This is an optimization exercise on Yosys and OpenROAD, whose aim is small area, not a production implementation.
At most, simulation tests tie the RTL to the original design; equivalence was not proved.
Power is estimated from default activity; no workload was simulated.

==> inputs of run a <==
==> flow/design.v <==
module DebounceFilter(
	input i_clk,
	input i_rst,
	input i_rst_n,
	input i_bouncy,
	output o_debounced);
	reg [22:0] r_count;
	reg r_state;
	wire [22:0] w_next;
	wire w_ne, w_term_n, w_clrn, w_clr, w_fb, w_sn, w_s;
	g_xor2 u_ne(.a(i_bouncy), .b(r_state), .y(w_ne));
	wire w_o0;
	g_nand4 u_o0(.a(r_count[4]), .b(r_count[5]), .c(r_count[8]), .d(r_count[9]), .y(w_o0));
	wire w_o1;
	g_nand4 u_o1(.a(r_count[10]), .b(r_count[11]), .c(r_count[14]), .d(r_count[16]), .y(w_o1));
	wire w_o2;
	g_nand3 u_o2(.a(r_count[17]), .b(r_count[18]), .c(r_count[21]), .y(w_o2));
	wire w_ones;
	g_nor3 u_ones(.a(w_o0), .b(w_o1), .c(w_o2), .y(w_ones));
	wire w_z0;
	g_nor4 u_z0(.a(r_count[6]), .b(r_count[7]), .c(r_count[12]), .d(r_count[13]), .y(w_z0));
	wire w_z1;
	g_nor4 u_z1(.a(r_count[15]), .b(r_count[19]), .c(r_count[20]), .d(r_count[22]), .y(w_z1));
	g_nand3 u_term(.a(w_ones), .b(w_z0), .c(w_z1), .y(w_term_n));
	g_nand3 u_clr(.a(i_rst_n), .b(w_ne), .c(w_term_n), .y(w_clr));
	g_inv u_clrn(.a(w_clr), .y(w_clrn));
	g_xor2 u_fb(.a(r_count[22]), .b(r_count[17]), .y(w_fb));
	g_nand2 u_n0(.a(w_fb), .b(w_clrn), .y(w_next[0]));
	g_nand2 u_n1(.a(r_count[0]), .b(w_clrn), .y(w_next[1]));
	g_nor2 u_n2(.a(r_count[1]), .b(w_clr), .y(w_next[2]));
	g_nand2 u_n3(.a(r_count[2]), .b(w_clrn), .y(w_next[3]));
	g_nand2 u_n4(.a(r_count[3]), .b(w_clrn), .y(w_next[4]));
	g_nor2 u_n5(.a(r_count[4]), .b(w_clr), .y(w_next[5]));
	g_nor2 u_n6(.a(r_count[5]), .b(w_clr), .y(w_next[6]));
	g_nand2 u_n7(.a(r_count[6]), .b(w_clrn), .y(w_next[7]));
	g_nor2 u_n8(.a(r_count[7]), .b(w_clr), .y(w_next[8]));
	g_nand2 u_n9(.a(r_count[8]), .b(w_clrn), .y(w_next[9]));
	g_nand2 u_n10(.a(r_count[9]), .b(w_clrn), .y(w_next[10]));
	g_nor2 u_n11(.a(r_count[10]), .b(w_clr), .y(w_next[11]));
	g_nand2 u_n12(.a(r_count[11]), .b(w_clrn), .y(w_next[12]));
	g_nor2 u_n13(.a(r_count[12]), .b(w_clr), .y(w_next[13]));
	g_nand2 u_n14(.a(r_count[13]), .b(w_clrn), .y(w_next[14]));
	g_nor2 u_n15(.a(r_count[14]), .b(w_clr), .y(w_next[15]));
	g_nor2 u_n16(.a(r_count[15]), .b(w_clr), .y(w_next[16]));
	g_nand2 u_n17(.a(r_count[16]), .b(w_clrn), .y(w_next[17]));
	g_nor2 u_n18(.a(r_count[17]), .b(w_clr), .y(w_next[18]));
	g_nor2 u_n19(.a(r_count[18]), .b(w_clr), .y(w_next[19]));
	g_nand2 u_n20(.a(r_count[19]), .b(w_clrn), .y(w_next[20]));
	g_nand2 u_n21(.a(r_count[20]), .b(w_clrn), .y(w_next[21]));
	g_nand2 u_n22(.a(r_count[21]), .b(w_clrn), .y(w_next[22]));
	g_mux2i u_sm(.a0(i_bouncy), .a1(r_state), .s(w_term_n), .y(w_sn));
	g_nor2 u_s(.a(w_sn), .b(i_rst), .y(w_s));
	always @(posedge i_clk)
	begin
		r_count <= w_next;
		r_state <= w_s;
	end
	assign o_debounced = r_state;
endmodule
module StateMachineI2C(
	input i_clk,
	input i_rst,
	input [3:0] i_data,
	input i_scl,
	input i_sda,
	output o_sda_oe,
	output o_sda_out,
	output [2:0] o_state);
	reg [2:0] r_state;
	reg [1:0] r_sda_sync, r_scl_sync;
	reg r_drive_en;
	reg r_sda_out;
	reg [3:0] r_count;
	wire a0 = r_sda_sync[0], a1 = r_sda_sync[1];
	wire k0 = r_scl_sync[0], k1 = r_scl_sync[1];
	wire b0 = r_state[0], b1 = r_state[1], b2 = r_state[2];
	wire n0 = r_count[0], n1 = r_count[1], n2 = r_count[2], n3 = r_count[3];
	wire de = r_drive_en, so = r_sda_out;
	wire w_start = k1 & a1 & !a0;
	wire w_stop = k1 & !a1 & a0;
	wire w_keep = !(i_rst | (k1 & (a1 ^ a0)));    
	wire w_rise = !k1 & k0;
	wire w_fall = k1 & !k0 & !(a0 & !a1);         
	wire q = n3 & (!b2 | w_fall);
	wire fde = w_fall & de;
	wire s_aack = b1 & !b2, s_rxack = b2 & !b1, s_txack = b1 & b2;    
	wire n_0 = b0 ? !q : ((s_aack | s_rxack) & fde) | (s_txack & w_rise & !a0);
	wire n_1 = b0 ? (b1 ^ q) : (s_aack & (!w_fall | (de ? !n0 : so))) | (s_rxack & fde) | (s_txack & !w_rise);
	wire n_2 = b0 ? (b2 | (b1 & q)) : (s_aack & fde & n0) | (s_rxack & !fde) | (s_txack & !(w_rise & a0));
	wire ev = !n3 & ((w_rise & ((!b2 & b0) | (s_txack & !b0 & !a0))) | (w_fall & b2 & b0));
	wire e3 = ev & n0 & n1 & n2;
	wire [3:0] w_count;
	assign w_count[0] = (n0 ^ ev) | (e3 & !b2 & !b1 & a1);
	assign w_count[1] = n1 ^ (ev & n0);
	assign w_count[2] = n2 ^ (ev & n0 & n1);
	assign w_count[3] = (n3 & b2 & !w_fall) | e3;
	wire s_idle = !b2 & !b1 & !b0;
	wire w_de_fall = b0 ? (b2 & de & !n3) : ((s_aack & (de ? n0 : so)) | (s_rxack & !de));
	wire w_de = w_fall ? w_de_fall : (de & !s_idle);
	wire s_shift = b0 & !b1 & !b2;
	wire w_so_shift = w_rise & !n3 & !(n0 & n1 & n2);
	wire w_addr_bit = !n0 & !n2;    
	wire w_so = s_shift ? (w_so_shift ? (so & (a1 == w_addr_bit)) : so)
		: (w_fall ? (b2 & b0 & n2 & i_data[~r_count[1:0]]) : so);
	always @(posedge i_clk)
	begin
		r_state[2] <= w_keep & n_2;
		r_state[1] <= w_keep & n_1;
		r_state[0] <= !i_rst & !w_stop & (w_start | n_0);
		r_count <= w_start ? 4'd0 : w_count;
		r_drive_en <= !i_rst & !w_start & w_de;
		r_sda_out <= w_start | w_so;
		r_sda_sync <= {r_sda_sync[0], i_sda};
		r_scl_sync <= {r_scl_sync[0], i_scl};
	end
	assign o_sda_oe = r_drive_en;
	assign o_sda_out = r_sda_out;
	assign o_state = r_state;
endmodule
module I2CDevice(
	input i_clk,
	input i_rst,
	input [3:0] i_sw,
	input i_scl,
	input i_sda,
	output o_sda_oe,
	output o_sda_out,
	output [7:0] o_led);
	wire [3:0] w_sw;
	wire [2:0] w_state;
	wire w_rst_n;
	g_inv u_rst_n(.a(i_rst), .y(w_rst_n));
	StateMachineI2C state_inst(
		.i_clk(i_clk),
		.i_rst(i_rst),
		.i_data(w_sw),
		.i_scl(i_scl),
		.i_sda(i_sda),
		.o_sda_oe(o_sda_oe),
		.o_sda_out(o_sda_out),
		.o_state(w_state));
	DebounceFilter debounce_sw0(.i_clk(i_clk), .i_rst(i_rst), .i_rst_n(w_rst_n), .i_bouncy(i_sw[0]), .o_debounced(w_sw[0]));
	DebounceFilter debounce_sw1(.i_clk(i_clk), .i_rst(i_rst), .i_rst_n(w_rst_n), .i_bouncy(i_sw[1]), .o_debounced(w_sw[1]));
	DebounceFilter debounce_sw2(.i_clk(i_clk), .i_rst(i_rst), .i_rst_n(w_rst_n), .i_bouncy(i_sw[2]), .o_debounced(w_sw[2]));
	DebounceFilter debounce_sw3(.i_clk(i_clk), .i_rst(i_rst), .i_rst_n(w_rst_n), .i_bouncy(i_sw[3]), .o_debounced(w_sw[3]));
	assign o_led = {5'b00000, w_state};
endmodule
module g_inv(input a, output y); assign y = ~a; endmodule
module g_nand2(input a, input b, output y); assign y = ~(a & b); endmodule
module g_nor2(input a, input b, output y); assign y = ~(a | b); endmodule
module g_nand3(input a, input b, input c, output y); assign y = ~(a & b & c); endmodule
module g_nor3(input a, input b, input c, output y); assign y = ~(a | b | c); endmodule
module g_nand4(input a, input b, input c, input d, output y); assign y = ~(a & b & c & d); endmodule
module g_nor4(input a, input b, input c, input d, output y); assign y = ~(a | b | c | d); endmodule
module g_and4(input a, input b, input c, input d, output y); assign y = a & b & c & d; endmodule
module g_xor2(input a, input b, output y); assign y = a ^ b; endmodule
module g_xnor2(input a, input b, output y); assign y = ~(a ^ b); endmodule
module g_mux2i(input a0, input a1, input s, output y); assign y = ~(s ? a1 : a0); endmodule
==> flow/flow/run.sh <==
#!/bin/bash
# Standard ORFS layout (the standard.sh, standard synthesis unchanged) with
# area-oriented knobs: minimum-size port buffers, combinational cells downsized
# before repair_design, no CTS dummy loads, and power (area) recovery after
# global routing. The full log of each ORFS step is in orfs/logs/; this
# script's own output is in standard_flow.log.
set -euo pipefail
export BUFFER_PORTS_ARGS="-buffer_cell sky130_fd_sc_hd__buf_1"
export PRE_RESIZE_TCL="$PWD/flow/downsize.tcl"
export CTS_ARGS="-sink_clustering_enable -repair_clock_nets -dont_use_dummy_load -buf_list {sky130_fd_sc_hd__clkbuf_4 sky130_fd_sc_hd__clkbuf_8}"
export RECOVER_POWER=100
bash standard.sh > standard_flow.log 2>&1
==> flow/flow/downsize.tcl <==
# Area recovery before repair_design: give every combinational cell the
# smallest drive strength of its own function (same cell family), skipping
# flip-flops, clock cells, tap/fill cells and don't-use cells. repair_design,
# which runs next, upsizes or buffers again wherever slew or capacitance
# needs it, and timing repair follows later in the flow.
set db [ord::get_db]
set block [[$db getChip] getBlock]
set dont_use [split $::env(DONT_USE_CELLS)]
set masters {}
foreach lib [$db getLibs] {
  foreach m [$lib getMasters] {
    dict set masters [$m getName] $m
  }
}
set n 0
foreach inst [$block getInsts] {
  set m [$inst getMaster]
  set name [$m getName]
  if {![regexp {^(sky130_fd_sc_hd__[a-z0-9]+)_([0-9]+)$} $name -> base drv]} { continue }
  if {[regexp {df|dl|clk|tap|fill|decap|conb|probe|lpflow|sdf|buf} $base]} { continue }
  set best $name
  set bestw [$m getWidth]
  dict for {cn cm} $masters {
    if {![regexp "^${base}_\[0-9\]+\$" $cn]} { continue }
    if {[lsearch -exact $dont_use $cn] >= 0} { continue }
    if {[$cm getWidth] < $bestw} { set best $cn; set bestw [$cm getWidth] }
  }
  if {$best ne $name} {
    replace_cell [$inst getName] $best
    incr n
  }
}
puts "downsize: resized $n instances"
==> flow/standard.sh <==
#!/bin/bash
# synth_recipe.tcl (not shown) runs the flow's synth.tcl, then flattens the netlist and writes it again
# the make line also repeats each setting of config.mk as NAME=value (left out here)
make -C /OpenROAD-flow-scripts/flow DESIGN_CONFIG=/design/flow/config.mk WORK_HOME=/design/flow/orfs CLKGATE_MAP_FILE= SYNTH_SCRIPT=/design/flow/synth_recipe.tcl "${@:-finish}"
==> flow/config.mk <==
export PLATFORM = sky130hd
export DESIGN_NAME = I2CDevice
export DESIGN_NICKNAME = I2CDevice
export VERILOG_FILES = /design/flow/design.v
export SDC_FILE = /design/flow/constraint.sdc
export NUM_CORES = 4
export LEC_CHECK = 0
export CAP_MARGIN = 20
export CORE_MARGIN = 2
export CORE_UTILIZATION = 60
export CTS_BUF_LIST = sky130_fd_sc_hd__clkbuf_4 sky130_fd_sc_hd__clkbuf_8
export SLEW_MARGIN = 20
export SYNTH_HIERARCHICAL = 1
==> flow/constraint.sdc <==
create_clock -name core_clock -period 5.0 [get_ports {i_clk}]
set_input_delay 1.0000 -clock core_clock [delete_from_list [all_inputs] [get_ports {i_clk}]]
set_output_delay 1.0000 -clock core_clock [all_outputs]
set_load 0.01 [all_outputs]
==> run b: changes against run a <==
==> flow/design.v, changed modules only <==
module StateMachineI2C(
	input i_clk,
	input i_rst,
	input [3:0] i_data,
	input i_scl,
	input i_sda,
	output o_sda_oe,
	output o_sda_out,
	output [2:0] o_state);
	localparam IDLE = 3'd0;
	localparam SHIFT_ADDR = 3'd1;
	localparam ADDR_ACK = 3'd2;
	localparam DATA_RX = 3'd3;
	localparam RX_ACK = 3'd4;
	localparam DATA_TX = 3'd5;
	localparam TX_ACK = 3'd6;
	reg [2:0] r_state;
	reg [1:0] r_sda_sync, r_scl_sync;
	reg r_drive_en;
	reg r_sda_out;
	reg [3:0] r_count;
	wire w_sda_fall = r_sda_sync[1] && !r_sda_sync[0] && r_scl_sync[1];
	wire w_sda_rise = !r_sda_sync[1] && r_sda_sync[0] && r_scl_sync[1];
	wire w_scl_rise = !r_scl_sync[1] && r_scl_sync[0];
	wire w_scl_fall = r_scl_sync[1] && !r_scl_sync[0];
	wire w_shift = r_state == SHIFT_ADDR;
	wire w_rx = r_state == DATA_RX;
	wire w_tx = r_state == DATA_TX;
	wire w_txack = r_state == TX_ACK;
	wire w_last = r_count[2:0] == 3'd7;
	wire w_addr_bit = !r_count[0] && !r_count[2];
	wire w_inc = !r_count[3] && (((w_shift || w_rx) && w_scl_rise) || (w_tx && w_scl_fall)
		|| (w_txack && w_scl_rise && !r_sda_sync[0]));
	wire w_wrap = r_count[3] && (w_shift || w_rx || (w_tx && w_scl_fall));
	always @(posedge i_clk)
	begin
		if (w_sda_fall)
			r_count <= 4'd0;
		else if (w_inc)
			r_count <= (r_count + 4'd1) | {3'b000, w_shift && w_last && r_sda_sync[1]};
		else if (w_wrap)
			r_count <= {3'b000, r_count[0]};
	end
	always @(posedge i_clk)
	begin
		if (w_sda_fall)
			r_sda_out <= 1'b1;
		else if (!w_sda_rise)
		begin
			if (w_shift)
			begin
				if (w_scl_rise && !r_count[3] && !w_last)
					r_sda_out <= r_sda_out & (r_sda_sync[1] == w_addr_bit);
			end
			else if (w_scl_fall)
				r_sda_out <= w_tx & r_count[2] & i_data[~r_count[1:0]];
		end
	end
	always @(posedge i_clk)
	begin
		if (i_rst)
		begin
			r_state <= IDLE;
			r_drive_en <= 1'b0;
		end
		else if (w_sda_fall)
		begin
			r_state <= SHIFT_ADDR;
			r_drive_en <= 1'b0;
		end
		else if (w_sda_rise)
			r_state <= IDLE;
		else
		begin
			case (r_state)
			IDLE:
				r_drive_en <= 1'b0;
			SHIFT_ADDR:
				if (r_count[3])
					r_state <= ADDR_ACK;
			ADDR_ACK:
				if (w_scl_fall)
				begin
					if (!r_drive_en)
					begin
						r_drive_en <= r_sda_out;
						if (!r_sda_out)
							r_state <= IDLE;
					end
					else
					begin
						r_drive_en <= r_count[0];
						r_state <= r_count[0] ? DATA_TX : DATA_RX;
					end
				end
			DATA_RX:
				if (r_count[3])
					r_state <= RX_ACK;
			RX_ACK:
				if (w_scl_fall)
				begin
					r_drive_en <= !r_drive_en;
					if (r_drive_en)
						r_state <= DATA_RX;
				end
			DATA_TX:
				if (w_scl_fall && r_count[3])
				begin
					r_drive_en <= 1'b0;
					r_state <= TX_ACK;
				end
			TX_ACK:
				if (w_scl_rise)
					r_state <= r_sda_sync[0] ? IDLE : DATA_TX;
			default:
				r_state <= IDLE;
			endcase
		end
	end
	always @(posedge i_clk)
	begin
		r_sda_sync[0] <= i_sda;
		r_scl_sync[0] <= i_scl;
		r_sda_sync[1] <= r_sda_sync[0];
		r_scl_sync[1] <= r_scl_sync[0];
	end
	assign o_sda_oe = r_drive_en;
	assign o_sda_out = r_sda_out;
	assign o_state = r_state;
endmodule
==> flow/flow/run.sh (replaced) <==
#!/bin/bash
# Standard ORFS layout (the standard.sh, standard synthesis unchanged) with
# area-oriented knobs: minimum-size port buffers, no CTS dummy loads, and
# power (area) recovery after global routing.
set -euo pipefail
export BUFFER_PORTS_ARGS="-buffer_cell sky130_fd_sc_hd__buf_1"
export CTS_ARGS="-sink_clustering_enable -repair_clock_nets -dont_use_dummy_load -buf_list {sky130_fd_sc_hd__clkbuf_4 sky130_fd_sc_hd__clkbuf_8}"
export RECOVER_POWER=100
bash standard.sh > standard_flow.log 2>&1
removed: flow/flow/downsize.tcl
==> notes <==
Run b produced a clean layout. Run a went through all stages and came out clean. Between run b and run a, the lower clock skew is in run a (gap 0.0049 ns). Of run b and run a, run b has the higher synthesized cell count (gap about 5%, measured against run a). In run b the cell count is larger than in run a, by 4.7%. In flip-flop and latch count, run a and run b do not differ. Against run b, the combinational power of run a is larger by 33%. Area after synthesis: run b is higher than run a (about 0.9%).
==> figures <==
|  | run a | run b |
|---|---|---|
| Synthesis-to-finish area growth | 2.591% | 5.489% |
| Fmax | 417.4 MHz | 452.4 MHz |
| Stage delay of the slowest cell on the critical path | 0.46 ns | 0.67 ns |
| Part of the total power dissipated in combinational logic | 5.1% | 3.9% |
| Mean post-synth cell area | 10.49 sq um | 10.10 sq um |
| Worst-case setup slack after placement | 2.576 ns | 2.607 ns |
| Switching Power | 308.5 uW | 297.3 uW |
| WL met3 | 206 um | 247 um |
| Floorplan row count | 27 | 28 |
| Status | complete, no violations | complete, no violations |
| Critical path required time | 5.22 ns | 4.00 ns |
| Startpoint of the worst-slack reg-to-reg timing path | state_inst.r_sda_sync[1] | state_inst.r_state[1] |
| Estimated wirelength of the detail-placed design | 3810 um | 4014 um |
For run b, only the layout was checked, not whether the RTL still works.

-- re-timing with driven ports --
In the flow no input, the clock included, has a driving cell. The finished layouts below were timed again as built, in two steps.
Step 1: set_driving_cell puts a clkbuf_16 on i_clk and a buf_2 on each other input, an assumption about the parent block.
Step 2 adds t to the input delays and takes it off the output delays; t is the mean of the earliest and latest rising clock arrival at the registers after step 1. Input paths then give back, and output paths get back, about the clock's delay inside the block.
Three values: ideal ports, drivers, drivers and shift; two values: the first two.
| run | t (ns) | setup WS [ns] | pins driven straight from the clock port |
|---|---|---|---|
| run a | 0.364 | 2.604 / 2.604 / 2.572 | 1 |
| run b | 0.376 | 2.790 / 2.760 / 2.619 | 1 |
After both steps setup and hold are still met in every run listed. For run b, which loses most, drivers alone change the setup slack by -0.030 ns; drivers and shift together by -0.171 ns.
